Background: an optimization exercise with open tools, aiming at small area, a short achievable clock period and few clock cycles per item. Do not read the settings as production practice.
No activity file was given, so power comes from the tool's default toggle rates.

==> flow/design.v (excerpt) <==
module  ATCONV(
	input		clk,
	input		reset,
	output 	    busy,
	input		ready,
	output reg	[11:0]	iaddr,
	input signed [12:0]	idata,
	output	reg 	cwr,
	output  reg	[11:0]	caddr_wr,
	output reg 	[12:0] 	cdata_wr,
	output	reg 	crd,
	output  	[11:0] 	caddr_rd,
	input 	[12:0] 	cdata_rd,
	output reg 	csel
	);
	localparam K = 4;           
	localparam L = K + 2;       
	function [12:0] inc13;
		input [12:0] x;
		input ci;
		reg c;
		integer i;
		begin
			c = ci;
			for (i = 0; i < 13; i = i + 1) begin
				inc13[i] = x[i] ^ c;
				c = c & x[i];
			end
		end
	endfunction
	reg        run;
	reg        busy_r;    
	reg [2:0]  ci;
	reg [5:0]  s;
	reg        cp;
	reg [4:0]  b;
	assign busy = busy_r;
	wire tail   = b[4] & (s == 6'd2);
	wire last_i = tail ? (ci == 3'd4) : (ci == L-1);
	reg [2:0] n_ci;
	reg [5:0] n_s;
	reg       n_cp;
	reg [4:0] n_b;
	always @(*) begin
		n_ci = ci + 3'd1;
		n_s  = s;
		n_cp = cp;
		n_b  = b;
		if (last_i) begin
			n_ci = 3'd0;
			if (b[4]) begin
				if (s != 6'd2) n_s = s + 6'd1;
			end else if (s == 6'd32) begin
				n_s = cp ? 6'd0 : 6'd1;
				n_cp = ~cp;
				if (cp) n_b = b + 5'd1;
			end else
				n_s = s + 6'd1;
		end
	end
	wire [7:0] row  = {b[4:1], 3'b000} + {7'd0, b[0]} + {4'd0, ci, 1'b0} - 8'd2;
	wire [5:0] rowc = row[7] ? 6'd0 : (row[6] ? 6'd63 : row[5:0]);
	wire [5:0] sm1  = s - 6'd1;
	wire [5:0] s32  = 6'd32 - s;
	wire [5:0] col  = cp ? ((s == 6'd0) ? 6'd0 : {sm1[4:0], 1'b1})
	                     : ((s == 6'd0) ? 6'd63 : {s32[4:0], 1'b0});
	wire fl = (s == 6'd0) | (cp & (s == 6'd1));    
	wire wv = (ci >= 3'd2) & (((s >= 6'd2) & ~b[4]) | (fl & ((b != 5'd0) | cp)));
	reg [12:0] pix, x1, x2;
	always @(posedge clk) begin
		pix <= idata;
		x1  <= pix;
		x2  <= x1;
	end
	reg [3:0] wvp;           
	reg [2:0] flp;           
	always @(posedge clk or posedge reset) begin
		if (reset) begin
			wvp <= 4'b0000;
			flp <= 3'b000;
		end else begin
			wvp <= {wvp[2:0], wv & run};
			flp <= {flp[1:0], fl};
		end
	end
	reg [17*L-1:0] Pring;
	reg [16*L-1:0] Nring;
	wire [15:0] sx2 = {{3{x2[12]}}, x2};
	wire [15:0] spx = {{3{pix[12]}}, pix};
	wire [15:0] v   = sx2 + spx + {x1[12], x1, 2'b00} + 16'd94;                 
	wire [16:0] cc  = {x1, 4'b0000} - {sx2[15], sx2, 1'b0} - {spx[15], spx, 1'b0};  
  ...
==> module ATCONV, before the edit <==
module  ATCONV(
	input		clk,
	input		reset,
	output 	    busy,
	input		ready,
	output reg	[11:0]	iaddr,
	input signed [12:0]	idata,
	output	reg 	cwr,
	output  reg	[11:0]	caddr_wr,
	output reg 	[12:0] 	cdata_wr,
	output	reg 	crd,
	output  	[11:0] 	caddr_rd,
	input 	[12:0] 	cdata_rd,
	output reg 	csel
	);
	localparam K = 4;           
	localparam L = K + 2;       
	function [12:0] inc13;
		input [12:0] x;
		input ci;
		reg c;
		integer i;
		begin
			c = ci;
			for (i = 0; i < 13; i = i + 1) begin
				inc13[i] = x[i] ^ c;
				c = c & x[i];
			end
		end
	endfunction
	reg        run;
	reg        busy_r;    
	reg [2:0]  ci;
	reg [5:0]  s;
	reg        cp;
	reg [4:0]  b;
	assign busy = busy_r;
	wire tail   = b[4] & (s == 6'd2);
	wire last_i = tail ? (ci == 3'd4) : (ci == L-1);
	reg [2:0] n_ci;
	reg [5:0] n_s;
	reg       n_cp;
	reg [4:0] n_b;
	always @(*) begin
		n_ci = ci + 3'd1;
		n_s  = s;
		n_cp = cp;
		n_b  = b;
		if (last_i) begin
			n_ci = 3'd0;
			if (b[4]) begin
				if (s != 6'd2) n_s = s + 6'd1;
			end else if (s == 6'd32) begin
				n_s = cp ? 6'd0 : 6'd1;
				n_cp = ~cp;
				if (cp) n_b = b + 5'd1;
			end else
				n_s = s + 6'd1;
		end
	end
	wire [7:0] row  = {b[4:1], 3'b000} + {7'd0, b[0]} + {4'd0, ci, 1'b0} - 8'd2;
	wire [5:0] rowc = row[7] ? 6'd0 : (row[6] ? 6'd63 : row[5:0]);
	wire [5:0] sm1  = s - 6'd1;
	wire [5:0] s32  = 6'd32 - s;
	wire [5:0] col  = cp ? ((s == 6'd0) ? 6'd0 : {sm1[4:0], 1'b1})
	                     : ((s == 6'd0) ? 6'd63 : {s32[4:0], 1'b0});
	wire fl = (s == 6'd0) | (cp & (s == 6'd1));    
	wire wv = (ci >= 3'd2) & (((s >= 6'd2) & ~b[4]) | (fl & ((b != 5'd0) | cp)));
	reg [12:0] pix, x1, x2;
	always @(posedge clk) begin
		pix <= idata;
		x1  <= pix;
		x2  <= x1;
	end
	reg [3:0] wvp;           
	reg [2:0] flp;           
	always @(posedge clk or posedge reset) begin
		if (reset) begin
			wvp <= 4'b0000;
			flp <= 3'b000;
		end else begin
			wvp <= {wvp[2:0], wv & run};
			flp <= {flp[1:0], fl};
		end
	end
	reg [17*L-1:0] Pring;
	reg [16*L-1:0] Nring;
	wire [15:0] sx2 = {{3{x2[12]}}, x2};
	wire [15:0] spx = {{3{pix[12]}}, pix};
	wire [15:0] v   = sx2 + spx + {x1[12], x1, 2'b00} + 16'd94;                 
	wire [16:0] cc  = {x1, 4'b0000} - {sx2[15], sx2, 1'b0} - {spx[15], spx, 1'b0};  
	reg  [15:0] Vr;
	reg  [16:0] Cr;
	always @(posedge clk) begin
		Vr <= v;
		Cr <= cc;
	end
	wire [15:0] Nh = Nring[15:0];
	wire [15:0] Xo = flp[2] ? Nh : Vr;
	wire [16:0] t2 = Pring[16:0] - {Xo[15], Xo};    
	wire [16:0] Pn = Cr - {Nh[15], Nh};
	reg  [12:0] t2r;
	always @(posedge clk) begin
		Pring <= {Pn, Pring[17*L-1:17]};
		Nring <= {Vr, Nring[16*L-1:16]};
		t2r   <= t2[16:4];
	end
	wire ok0 = ~t2r[12] & (|t2r[11:0]) & (t2r[11:0] < 12'hFF5);
	wire [12:0] l0 = {1'b0, t2r[11:0] & {12{ok0}}};
	reg [5:0] wrow, wcol;
	always @(posedge clk or posedge reset) begin
		if (reset) begin
			wrow <= 6'd0;
			wcol <= 6'd62;
		end else if (wvp[3]) begin
			if (wrow[2:1] != 2'b11)
				wrow <= wrow + 6'd2;
			else begin
				wrow <= wrow - 6'd6;
				if (wcol == 6'd63) begin
					wcol <= 6'd62;
					wrow <= wrow[0] ? wrow + 6'd1 : wrow - 6'd5;
				end else if (wcol == 6'd0)
					wcol <= 6'd1;
				else if (wcol[0])
					wcol <= wcol + 6'd2;
				else
					wcol <= wcol - 6'd2;
			end
		end
	end
	reg [12:0] pc;             
	reg        pst, pwp, c0;
	reg [12:0] mx;
	assign caddr_rd = {pc[11:9], pc[3:2], pc[1], pc[8:4], pc[0]};
	reg  [3:0]  rg;            
	wire [10:0] nb  = pc[12:2] + {10'd0, crd & (&pc[1:0])};    
	wire        pen = ~nb[10] & (({1'b0, nb[9:7]} < rg) |
	                  (({1'b0, nb[9:7]} == b[4:1]) & b[0] & cp & ({1'b0, nb[6:2]} + 6'd4 <= s)));
	wire [9:0]  l1a = pc[11:2] - 10'd1;
	wire [8:0]  mxi = mx[12:4] + 9'd1;
	wire [12:0] l1 = (mx[3:0] != 4'd0) ? {mxi, 4'b0000} : mx;
	wire wr1  = (ci == 3'd4) & pwp;
	reg  done;     
	always @(posedge clk) begin
		if (crd) mx <= (c0 | (cdata_rd > mx)) ? cdata_rd : mx;
		cdata_wr <= wr1 ? l1 : l0;
		caddr_wr <= wr1 ? {2'b00, l1a[9:7], l1a[1:0], l1a[6:2]} : {wrow, wcol};
		if (!run) iaddr <= 12'd63;
		else iaddr <= {rowc, col};
	end
	always @(posedge clk)
		busy_r <= ~reset & (run ? ~done : ready);
	always @(posedge clk or posedge reset) begin
		if (reset) begin
			done <= 1'b0;
			run <= 1'b0;
			ci <= 3'd1; s <= 6'd0; cp <= 1'b0; b <= 5'd0;
			pc <= 13'd0; pst <= 1'b0; pwp <= 1'b0; c0 <= 1'b0; rg <= 4'd0;
			crd <= 1'b0; cwr <= 1'b0; csel <= 1'b0;
		end else begin
			rg <= ((s >= 6'd2) | cp | b[0]) ? b[4:1] : ((b[4:1] == 4'd0) ? 4'd0 : b[4:1] - 4'd1);
			if (!run) begin
				run <= ready;
				cwr <= 1'b0;
				crd <= 1'b0;
				csel <= 1'b0;
				c0 <= 1'b0;
			end else if (done) begin
				run <= 1'b0;
				ci <= 3'd1; s <= 6'd0; cp <= 1'b0; b <= 5'd0;
				pc <= 13'd0; pst <= 1'b0; pwp <= 1'b0; c0 <= 1'b0; done <= 1'b0;
				crd <= 1'b0; cwr <= 1'b0; csel <= 1'b0;
			end else begin
				ci <= n_ci; s <= n_s; cp <= n_cp; b <= n_b;
				pc <= inc13(pc, crd);
				if (ci == 3'd3) begin
					pst <= pen;
					pwp <= pst;
					crd <= pen;
					c0  <= pen;
				end else begin
					c0 <= 1'b0;
					crd <= (ci == 3'd4 || ci == 3'd5) ? 1'b0 : pst;
				end
				cwr  <= wvp[3] | wr1;
				csel <= wr1;
				done <= wr1 & (l1a == 10'h3FF);
			end
		end
	end
endmodule
==> flow/config.mk <==
export PLATFORM = sky130hd
export DESIGN_NAME = ATCONV
export DESIGN_NICKNAME = ATCONV
export VERILOG_FILES = /design/flow/design.v
export SDC_FILE = /design/flow/constraint.sdc
export NUM_CORES = 4
export LEC_CHECK = 0
export CAP_MARGIN = 20
export CORE_MARGIN = 2
export CORE_UTILIZATION = 40
export CTS_CLUSTER_DIAMETER = 100
export CTS_CLUSTER_SIZE = 25
export SLEW_MARGIN = 20
==> flow/constraint.sdc <==
create_clock -name core_clock -period 10.0 [get_ports {clk}]
set_input_delay 2.0000 -clock core_clock [delete_from_list [all_inputs] [get_ports {clk}]]
set_output_delay 2.0000 -clock core_clock [all_outputs]
set_load 0.01 [all_outputs]
standard.sh (not shown) runs the stock make flow with config.mk's settings and CLKGATE_MAP_FILE= SYNTH_SCRIPT=/design/flow/synth_recipe.tcl, a recipe that flattens the netlist after the stock synthesis.
==> flow/flow/run.sh <==
#!/bin/bash
set -euo pipefail
export BUFFER_PORTS_ARGS="-buffer_cell sky130_fd_sc_hd__buf_2"
export SETUP_SLACK_MARGIN=6.5
bash standard.sh > standard.log 2>&1
The starting point finished with timing, DRC and antenna clean.
Next try:
--- a/flow/design.v
+++ b/flow/design.v
@@ -51,9 +51,9 @@
 			n_ci = 3'd0;
 			if (b[4]) begin
 				if (s != 6'd2) n_s = s + 6'd1;
 			end else if (s == 6'd32) begin
-				n_s = cp ? 6'd0 : 6'd1;
+				n_s = 6'd0;
 				n_cp = ~cp;
 				if (cp) n_b = b + 5'd1;
 			end else
 				n_s = s + 6'd1;
@@ -64,10 +64,11 @@
 	wire [5:0] sm1  = s - 6'd1;
 	wire [5:0] s32  = 6'd32 - s;
 	wire [5:0] col  = cp ? ((s == 6'd0) ? 6'd0 : {sm1[4:0], 1'b1})
 	                     : ((s == 6'd0) ? 6'd63 : {s32[4:0], 1'b0});
-	wire fl = (s == 6'd0) | (cp & (s == 6'd1));    
-	wire wv = (ci >= 3'd2) & (((s >= 6'd2) & ~b[4]) | (fl & ((b != 5'd0) | cp)));
+	wire wv = (ci >= 3'd2) &
+	          (((s >= 6'd2) & ~b[4]) | ((s == 6'd0) & ((b != 5'd0) | cp)));
+	wire fl = (s == 6'd0);      
 	reg [12:0] pix, x1, x2;
 	always @(posedge clk) begin
 		pix <= idata;
 		x1  <= pix;
@@ -132,22 +133,21 @@
 	end
 	reg [12:0] pc;             
 	reg        pst, pwp, c0;
 	reg [12:0] mx;
-	assign caddr_rd = {pc[11:9], pc[3:2], pc[1], pc[8:4], pc[0]};
+	assign caddr_rd = {pc[11:7], pc[1], pc[6:2], pc[0]};
 	reg  [3:0]  rg;            
-	wire [10:0] nb  = pc[12:2] + {10'd0, crd & (&pc[1:0])};    
-	wire        pen = ~nb[10] & (({1'b0, nb[9:7]} < rg) |
-	                  (({1'b0, nb[9:7]} == b[4:1]) & b[0] & cp & ({1'b0, nb[6:2]} + 6'd4 <= s)));
+	wire [3:0]  ng  = pc[12:9] + {3'd0, crd & (&pc[8:0])};
+	wire        pen = ~ng[3] & (ng < rg);
 	wire [9:0]  l1a = pc[11:2] - 10'd1;
 	wire [8:0]  mxi = mx[12:4] + 9'd1;
 	wire [12:0] l1 = (mx[3:0] != 4'd0) ? {mxi, 4'b0000} : mx;
 	wire wr1  = (ci == 3'd4) & pwp;
 	reg  done;     
 	always @(posedge clk) begin
 		if (crd) mx <= (c0 | (cdata_rd > mx)) ? cdata_rd : mx;
 		cdata_wr <= wr1 ? l1 : l0;
-		caddr_wr <= wr1 ? {2'b00, l1a[9:7], l1a[1:0], l1a[6:2]} : {wrow, wcol};
+		caddr_wr <= wr1 ? {2'b00, l1a} : {wrow, wcol};
 		if (!run) iaddr <= 12'd63;
 		else iaddr <= {rowc, col};
 	end
 	always @(posedge clk)
Result: Non-clock buffer count rises by 1. Routed wire length falls by 3.1%. Power rises by 19%. Synthesized area falls by 1.8%. Clock power rises by 2.9%. Final area falls by 2.0%. Worst hold slack gets worse by 0.0076 ns. Sequential cell count stays the same.
No functional check of the RTL was part of any run of this note.

## re-timing with driven ports
Ports are ideal in the flow. The routed layouts listed here were re-timed in OpenROAD.
Step 1 assumes that a clkbuf_16 drives the clock port and a buf_2 every other input.
Step 2 moves the port delays by t, midway between the first and last clock arrival at a register: inputs arrive t later, outputs are due t later. That takes back most of the time a late clock gives input paths.
a / b / c = ideal ports / drivers / drivers and shift; a / b = the first two.
run | shift t [ns] | slack for setup (ns) | worst data-port slew with drivers (ns) | cell pins on the clock port's net
the first run | 0.583 | 6.670 / 6.618 / 6.225 | 0.06 | 1
the second run | 0.581 | 6.637 / 6.587 / 6.262 | 0.04 | 1
After both steps every run listed still meets setup and hold. The setup slack of the first run, which loses most, moves by -0.052 ns with the drivers and by -0.445 ns with both steps.
